This is an optimization exercise on Yosys and OpenROAD, whose aim is small area and few clock cycles, not a production implementation. The RTL was checked by simulation tests, not by an equivalence proof against the original design. Power figures rest on the tool's default switching activity, not on a simulated workload.

==> flow/run.sh <==
#!/bin/bash
# synth_recipe.tcl (not shown) runs the flow's synth.tcl, then flattens the netlist and writes it again
# the make line also repeats each setting of config.mk as NAME=value (left out here)
make -C /OpenROAD-flow-scripts/flow DESIGN_CONFIG=/design/flow/config.mk WORK_HOME=/design/flow/orfs CLKGATE_MAP_FILE= SYNTH_SCRIPT=/design/flow/synth_recipe.tcl finish
==> flow/constraint.sdc <==
create_clock -name core_clock -period 10.0 [get_ports {aclk}]
set_input_delay 2.0000 -clock core_clock [delete_from_list [all_inputs] [get_ports {aclk}]]
set_output_delay 2.0000 -clock core_clock [all_outputs]
set_load 0.01 [all_outputs]
==> flow/config.mk <==
export PLATFORM = sky130hd
export DESIGN_NAME = memstream_multiblock
export DESIGN_NICKNAME = memstream_multiblock
export VERILOG_FILES = /design/flow/design.v
export SDC_FILE = /design/flow/constraint.sdc
export NUM_CORES = 4
export LEC_CHECK = 0
export CAP_MARGIN = 20
export CORE_MARGIN = 2
export CORE_UTILIZATION = 45
export PLACE_DENSITY = 0.6
export SLEW_MARGIN = 20
==> flow/design.v <==
module mux
#(
    parameter NINPUTS = 1,
	parameter WIDTH = 16
)
(
	input [NINPUTS*WIDTH-1:0] in,
	output [WIDTH-1:0] out,
	input [$clog2(NINPUTS)-1:0] sel
);
assign out = in >> (sel*WIDTH);
endmodule
module ramb18_wf_dualport
#(
    parameter ID = 0,
    parameter DWIDTH = 18,
    parameter AWIDTH = 10,
    parameter DEPTH = 2**AWIDTH,
    parameter MEM_INIT = "",
    parameter RAM_STYLE = "auto"
)
(
	input clk,
	input wea,
    input ena,
    input enqa,
	input [AWIDTH-1:0] addra,
	input [DWIDTH-1:0] wdataa,
	output reg [DWIDTH-1:0] rdqa,
	input web,
    input enb,
    input enqb,
	input [AWIDTH-1:0] addrb,
	input [DWIDTH-1:0] wdatab,
	output reg [DWIDTH-1:0] rdqb
);
reg [DWIDTH-1:0] mem[0:DEPTH-1];
reg [DWIDTH-1:0] rdataa;
reg [DWIDTH-1:0] rdatab;
always @(posedge clk) begin
    if(ena) begin
        if(wea)
            mem[addra] <= wdataa;
        rdataa <= mem[addra];
    end
    if(enqa)
        rdqa <= rdataa;
end
always @(posedge clk) begin
    if(enb) begin
        if(web)
            mem[addrb] <= wdatab;
        rdatab <= mem[addrb];
    end
    if(enqb)
        rdqb <= rdatab;
end
endmodule
module memstream_region
#(
    parameter OFFSET = 0,
    parameter DEPTH = 64,
    parameter AW = $clog2(DEPTH)
)
(
    input clk,
    input rst,
    input we,
    input [8:0] waddr,
    input [7:0] wdata,
    input afull,
    output tvalid,
    output [7:0] tdata
);
reg [7:0] mem [0:DEPTH-1];
wire [8:0] widx = waddr - OFFSET;
wire hit = we & (waddr >= OFFSET) & (waddr < OFFSET + DEPTH);
always @(posedge clk)
    if (hit)
        mem[widx[AW-1:0]] <= wdata;
reg afull_q, afull_qq, run;
always @(posedge clk) begin
    afull_q <= afull;
    afull_qq <= afull_q;
    run <= ~rst;
end
reg [AW-1:0] ptr;
assign tvalid = ~afull_qq;
always @(posedge clk)
    if (~run)
        ptr <= 0;
    else if (tvalid)
        ptr <= (ptr == DEPTH-1) ? 0 : ptr + 1;
assign tdata = mem[ptr];
endmodule
module memstream_multiblock
#(
    parameter CONFIG_EN = 1,
    parameter NSTREAMS = 6,
    parameter MEM_DEPTH = 512,
    parameter MEM_WIDTH = 8,
    parameter MEM_INIT = "./",
    parameter RAM_STYLE = "auto",
	parameter STRM0_WIDTH = 8,
	parameter STRM1_WIDTH = 8,
	parameter STRM2_WIDTH = 8,
	parameter STRM3_WIDTH = 8,
	parameter STRM4_WIDTH = 8,
	parameter STRM5_WIDTH = 8,
	parameter STRM0_DEPTH = 64,
	parameter STRM1_DEPTH = 96,
	parameter STRM2_DEPTH = 80,
	parameter STRM3_DEPTH = 112,
	parameter STRM4_DEPTH = 72,
	parameter STRM5_DEPTH = 88,
	parameter STRM0_OFFSET = 0,
	parameter STRM1_OFFSET = 64,
	parameter STRM2_OFFSET = 160,
	parameter STRM3_OFFSET = 240,
	parameter STRM4_OFFSET = 352,
	parameter STRM5_OFFSET = 424
)
(
    input aclk,
    input aresetn,
	input [31:0] config_address,
	input config_ce,
	input config_we,
	input [31:0] config_d0,
	output [31:0] config_q0,
    input m_axis_0_afull,
    input m_axis_0_tready,
    output m_axis_0_tvalid,
    output [((STRM0_WIDTH+7)/8)*8-1:0] m_axis_0_tdata,
    input m_axis_1_afull,
    input m_axis_1_tready,
    output m_axis_1_tvalid,
    output [((STRM1_WIDTH+7)/8)*8-1:0] m_axis_1_tdata,
    input m_axis_2_afull,
    input m_axis_2_tready,
    output m_axis_2_tvalid,
    output [((STRM2_WIDTH+7)/8)*8-1:0] m_axis_2_tdata,
    input m_axis_3_afull,
    input m_axis_3_tready,
    output m_axis_3_tvalid,
    output [((STRM3_WIDTH+7)/8)*8-1:0] m_axis_3_tdata,
    input m_axis_4_afull,
    input m_axis_4_tready,
    output m_axis_4_tvalid,
    output [((STRM4_WIDTH+7)/8)*8-1:0] m_axis_4_tdata,
    input m_axis_5_afull,
    input m_axis_5_tready,
    output m_axis_5_tvalid,
    output [((STRM5_WIDTH+7)/8)*8-1:0] m_axis_5_tdata
);
wire rst = ~aresetn;
wire we = config_ce & config_we & (config_address[31:9] == 0);
wire [8:0] waddr = config_address[8:0];
wire [7:0] wdata = config_d0[7:0];
memstream_region #(.OFFSET(STRM0_OFFSET), .DEPTH(STRM0_DEPTH)) r0 (
    .clk(aclk), .rst(rst), .we(we), .waddr(waddr), .wdata(wdata),
    .afull(m_axis_0_afull), .tvalid(m_axis_0_tvalid), .tdata(m_axis_0_tdata));
memstream_region #(.OFFSET(STRM1_OFFSET), .DEPTH(STRM1_DEPTH)) r1 (
    .clk(aclk), .rst(rst), .we(we), .waddr(waddr), .wdata(wdata),
    .afull(m_axis_1_afull), .tvalid(m_axis_1_tvalid), .tdata(m_axis_1_tdata));
memstream_region #(.OFFSET(STRM2_OFFSET), .DEPTH(STRM2_DEPTH)) r2 (
    .clk(aclk), .rst(rst), .we(we), .waddr(waddr), .wdata(wdata),
    .afull(m_axis_2_afull), .tvalid(m_axis_2_tvalid), .tdata(m_axis_2_tdata));
memstream_region #(.OFFSET(STRM3_OFFSET), .DEPTH(STRM3_DEPTH)) r3 (
    .clk(aclk), .rst(rst), .we(we), .waddr(waddr), .wdata(wdata),
    .afull(m_axis_3_afull), .tvalid(m_axis_3_tvalid), .tdata(m_axis_3_tdata));
memstream_region #(.OFFSET(STRM4_OFFSET), .DEPTH(STRM4_DEPTH)) r4 (
    .clk(aclk), .rst(rst), .we(we), .waddr(waddr), .wdata(wdata),
    .afull(m_axis_4_afull), .tvalid(m_axis_4_tvalid), .tdata(m_axis_4_tdata));
memstream_region #(.OFFSET(STRM5_OFFSET), .DEPTH(STRM5_DEPTH)) r5 (
    .clk(aclk), .rst(rst), .we(we), .waddr(waddr), .wdata(wdata),
    .afull(m_axis_5_afull), .tvalid(m_axis_5_tvalid), .tdata(m_axis_5_tdata));
assign config_q0 = 0;
endmodule
==> notes.md <==
worst paths after layout:
kind | from | endpoint | slack [ns] | cells after the start
setup / recovery | register | m_axis_3_tdata[2] | 2.72 | 7
hold / removal | r2.afull_q$_DFF_P_ | r2.afull_qq$_DFF_P_ | 0.33 | 0
setup reg to reg | r4.afull_qq$_DFF_P_ | register | 8.23 | 5
hold reg to reg | r2.afull_q$_DFF_P_ | r2.afull_qq$_DFF_P_ | 0.33 | 0
power groups by stage:
stage	combinational, mW	sequential [mW]	clock (mW)
final	1.97	19.4	15.6
after CTS	2.00	19.4	15.8
after global placement	1.96	19.7	0
after detailed placement	1.99	19.7	0
after floorplan	1.23	19.7	0
after global routing	2.09	19.4	16.5
layer usage:
layer / GRT usage / up-vias / wire length, um / part of all wire
met3: 0.0312 / 607 / 24300 / 0.065
met2: 0.329 / 2756 / 182000 / 0.49
met5: 0 / - / 33 / 0.000088
met1: 0.289 / 40800 / 157000 / 0.42
li1: - / 32200 / - / -
met4: 0.0580 / 4 / 11200 / 0.030
sequential cells by signal, summed over array words and instances, names as in the netlist, 6 cells and up, named ones only:
| signal | flops |
|---|---|
| r0.mem | 512 |
| r2.ptr | 7 |
| r2.mem | 640 |
| r4.ptr | 7 |
| r4.mem | 576 |
| r1.ptr | 7 |
| r1.mem | 768 |
| r3.mem | 896 |
| r5.mem | 704 |
| r3.ptr | 7 |
| r5.ptr | 7 |
| r0.ptr | 6 |
critical path: cells and delay by family, from the launching register on:
| family | cells | cell delay (ns) |
|---|---|---|
| flops | 1 | 0.93 |
| mux | 1 | 0.62 |
| buf+inv | 2 | 1.10 |
| compound gates | 4 | 1.52 |
through the flow:
stage          utilization  instance area [um2]  std cells  worst slack (ns)  total power [mW]
2_1_floorplan            -               162000       7661              5.62              20.9
3_3_place_gp         0.469               168000      12200              3.03              21.7
3_5_place_dp         0.469               168000      12200              3.16              21.7
4_1_cts              0.507               182000      13000              2.65              37.2
5_1_grt              0.508               182000      13000              2.47              37.9
6_report             0.508               182000      13000              2.72              36.9
layout by cell type (no fill, tap or decap), drive strengths merged, types with 16 or more instances in the layout:
cell           count
a211oi            23
a21oi             35
a221oi            36
a22oi            115
and2              29
buf              130
bufinv            35
clkbuf           545
clkdlybuf4s50     95
clkinv           182
conb              32
dfxtp             95
edfxtp          4096
inv               23
mux2              80
mux2i            204
mux4            1025
nand2            202
nand2b            29
nand3            103
nor2             604
nor2b             58
nor3              30
o211ai            28
o21ai             63
o22ai             75
xor2              16
logic make-up after synthesis:
| logic type | Yosys count |
|---|---|
| mux | 1309 |
| flops | 4191 |
| simple gates | 1149 |
| fa+ha+maj | 10 |
| buf+inv | 461 |
| compound gates | 478 |
| xor+xnor | 31 |
| other cells | 1 |
cell type report:
class	count	share of cell area
Clock inverter	244	0.0123
Timing Repair Buffer	225	0.0122
Antenna cell	7	0.0000962
Clock buffer	545	0.0625
Sequential cell	4191	0.686
Tap cell	4773	0.0328
Multi-Input combinational cell	3009	0.193
Inverter	11	0.000227
==> metrics.md <==
| Metric | Value |
|---|---|
| First-pass detailed-route iteration total | `6` |
| Sw Ratio | `0.212` |
| Post-synth top area share | `0.759` |
| Crit Path Category | `register to output port` |
| Worst-path cell chain | `buf_12, mux4_2, a22o_1, a221oi_1, o22ai_1, a311o_1, clkdlybuf4s50_1` |
| Worst-case clock skew | `0.0242 ns` |
| Vias per Instance | `a little under 6` |
| Pin count of the biggest net entering global routing | `about 200` |
| Pwr dens | `about 200 nW/um2` |
| CTS tree | `yes` |
| Final nets | `between 7000 and 8000` |
| Peak VDD IR | `approximately 160 uV` |
| Postcts setup bufs | `0` |
| Seq. cell area | `between 100000 and 150000 um2` |
| Final hold slack | `0.326 ns` |
| HP Class | `register to register` |
| Total CTS buffers | `roughly 430` |
| Multi-input logic area | `35200 um2` |
| Largest area contributor in the netlist | `edfxtp_1` |
| Share of layout cells above drive strength 1 | `0.229` |
| Seq cells post-synth | `around 4200` |
| # clock sinks | `approximately 4200` |
| Slew margin rel. | `0.226` |
| Most instantiated cells after synthesis | `edfxtp_1, mux4_2, nor2_1` |
| Antenna viol nets, final | `0` |
| CP required | `approximately 8.0 ns` |
| Max Buffers Root-to-Sink | `4` |
| Die Height | `slightly above 600 um` |
| Clock Tree Root | `clkbuf_16` |
| DR WL/cell | `28.8 um` |
| Compound-Gate Fraction of Synth Area | `0.0210` |
| Worst Setup Start Kind | `register` |
| Synthesized area | `roughly 160000 um2` |
| Power share of the clock group | `0.422` |
| Number of distinct library cells after synthesis | `69` |
| FMAX | `137 MHz` |
| Gpl congestion | `0.829` |
| Crit path arrival time | `5.28 ns` |
| Simple-gate area share of the yosys netlist | `0.0314` |
| Final Setup Violations | `0` |
| Fillcell total | `about 28000` |
| CP endpoint kind | `output port` |
| Ys flop type | `edfxtp_1` |
| Multiplexer share of the synthesized area | `0.161` |
| Area grow syn2layout | `12.3%` |
| Worst Tran Pin Value | `~1.2 ns` |
| Sequential Power Share | `0.525` |
| IO Count | `166` |
| Max Slew Vio Count | `0` |
| Switching Power | `between 7 and 8 mW` |
| Worst skew pair latency | `between 0.9 and 1 ns` |
| Die Wd | `approximately 600 um` |
| DPL Wire Length | `220 mm` |
| Synth Area in Adders | `0.000772` |
| Clock slew at reported path FFs | `roughly 0.060 ns` |
| Initial antenna violation count | `10` |
| CTS hold repair buffers | `0` |
| Int Pwr | `around 29 mW` |
| DRC | `0` |
| Seq/Total Area, Yosys | `0.771` |
| Async set-reset flop share out of synthesis | `0` |
| Outcome | `no timing/DRC/antenna violations` |
| Fin Setup TNS | `0 ns` |
| DR iter-0 viols | `a little over 8000` |
| Area contributors post-synth | `edfxtp_1, mux4_2, nor2_1, mux2i_1, dfxtp_1` |
| GRT overflow | `0` |
| P_leak | `~54 nW` |
| Via count | `approximately 76000` |
| DIE AREA | `roughly 360000 um2` |
| Final min period | `7.28 ns` |
| IO buf count | `~100` |
| YS warnings | `6` |
| Largest family of logic cells by synthesized area | `multiplexers` |
| Global-route wire length before repair | `~550 mm` |
| Fin. Hold Viols | `0` |
| Critical-path top delay cell | `dfxtp_4` |
| Post-Syn Instances | `7630` |
| CTS resizes | `0` |
| Count leader, synth | `edfxtp_1` |
| Row cnt | `220` |
| Final worst-path cycle share | `0.728` |
| Post-synth EDFFs | `just over 4000` |
| H-Tree Depth | `5` |
| Vias in the first global route | `about 78000` |
| Combinational share of power | `0.053` |
| Crit-path max cell delay | `0.93 ns` |
| Total wire length | `approximately 370 mm` |
| # Max-Cap Violations | `0` |
| Maximum fanout along the worst path | `86` |
| Core ar. | `around 360000 um2` |
| Xor and xnor area share after synthesis | `0.00168` |
| Mean Syn Cell Area | `~21 um2` |
| RSZ-0062 raised after global routing | `no` |
| Total track usage | `0.203` |
| Starting Density | `0.452` |
Testbench counts, summed over its fixed seeds: cycles 1,920.

-- re-timing with driven ports --
Ports are ideal in the flow. The routed layout listed here was re-timed in OpenROAD.
Step 1 assumes that a clkbuf_16 drives the clock port and a buf_2 every other input.
Step 2 moves the port delays by t, midway between the first and last clock arrival at a register: inputs arrive t later, outputs are due t later. That takes back most of the time a late clock gives input paths.
a / b / c = ideal / step 1 / step 2; a / b = the first two.
t (ns): 1.043
slack for setup (ns): 2.718 / 2.616 / 3.174
worst hold slack (ns): 0.326 / 0.326 / 0.326
After both steps setup and hold are still met in this run. The setup slack of this run moves by -0.102 ns with the drivers and by +0.456 ns with both steps.
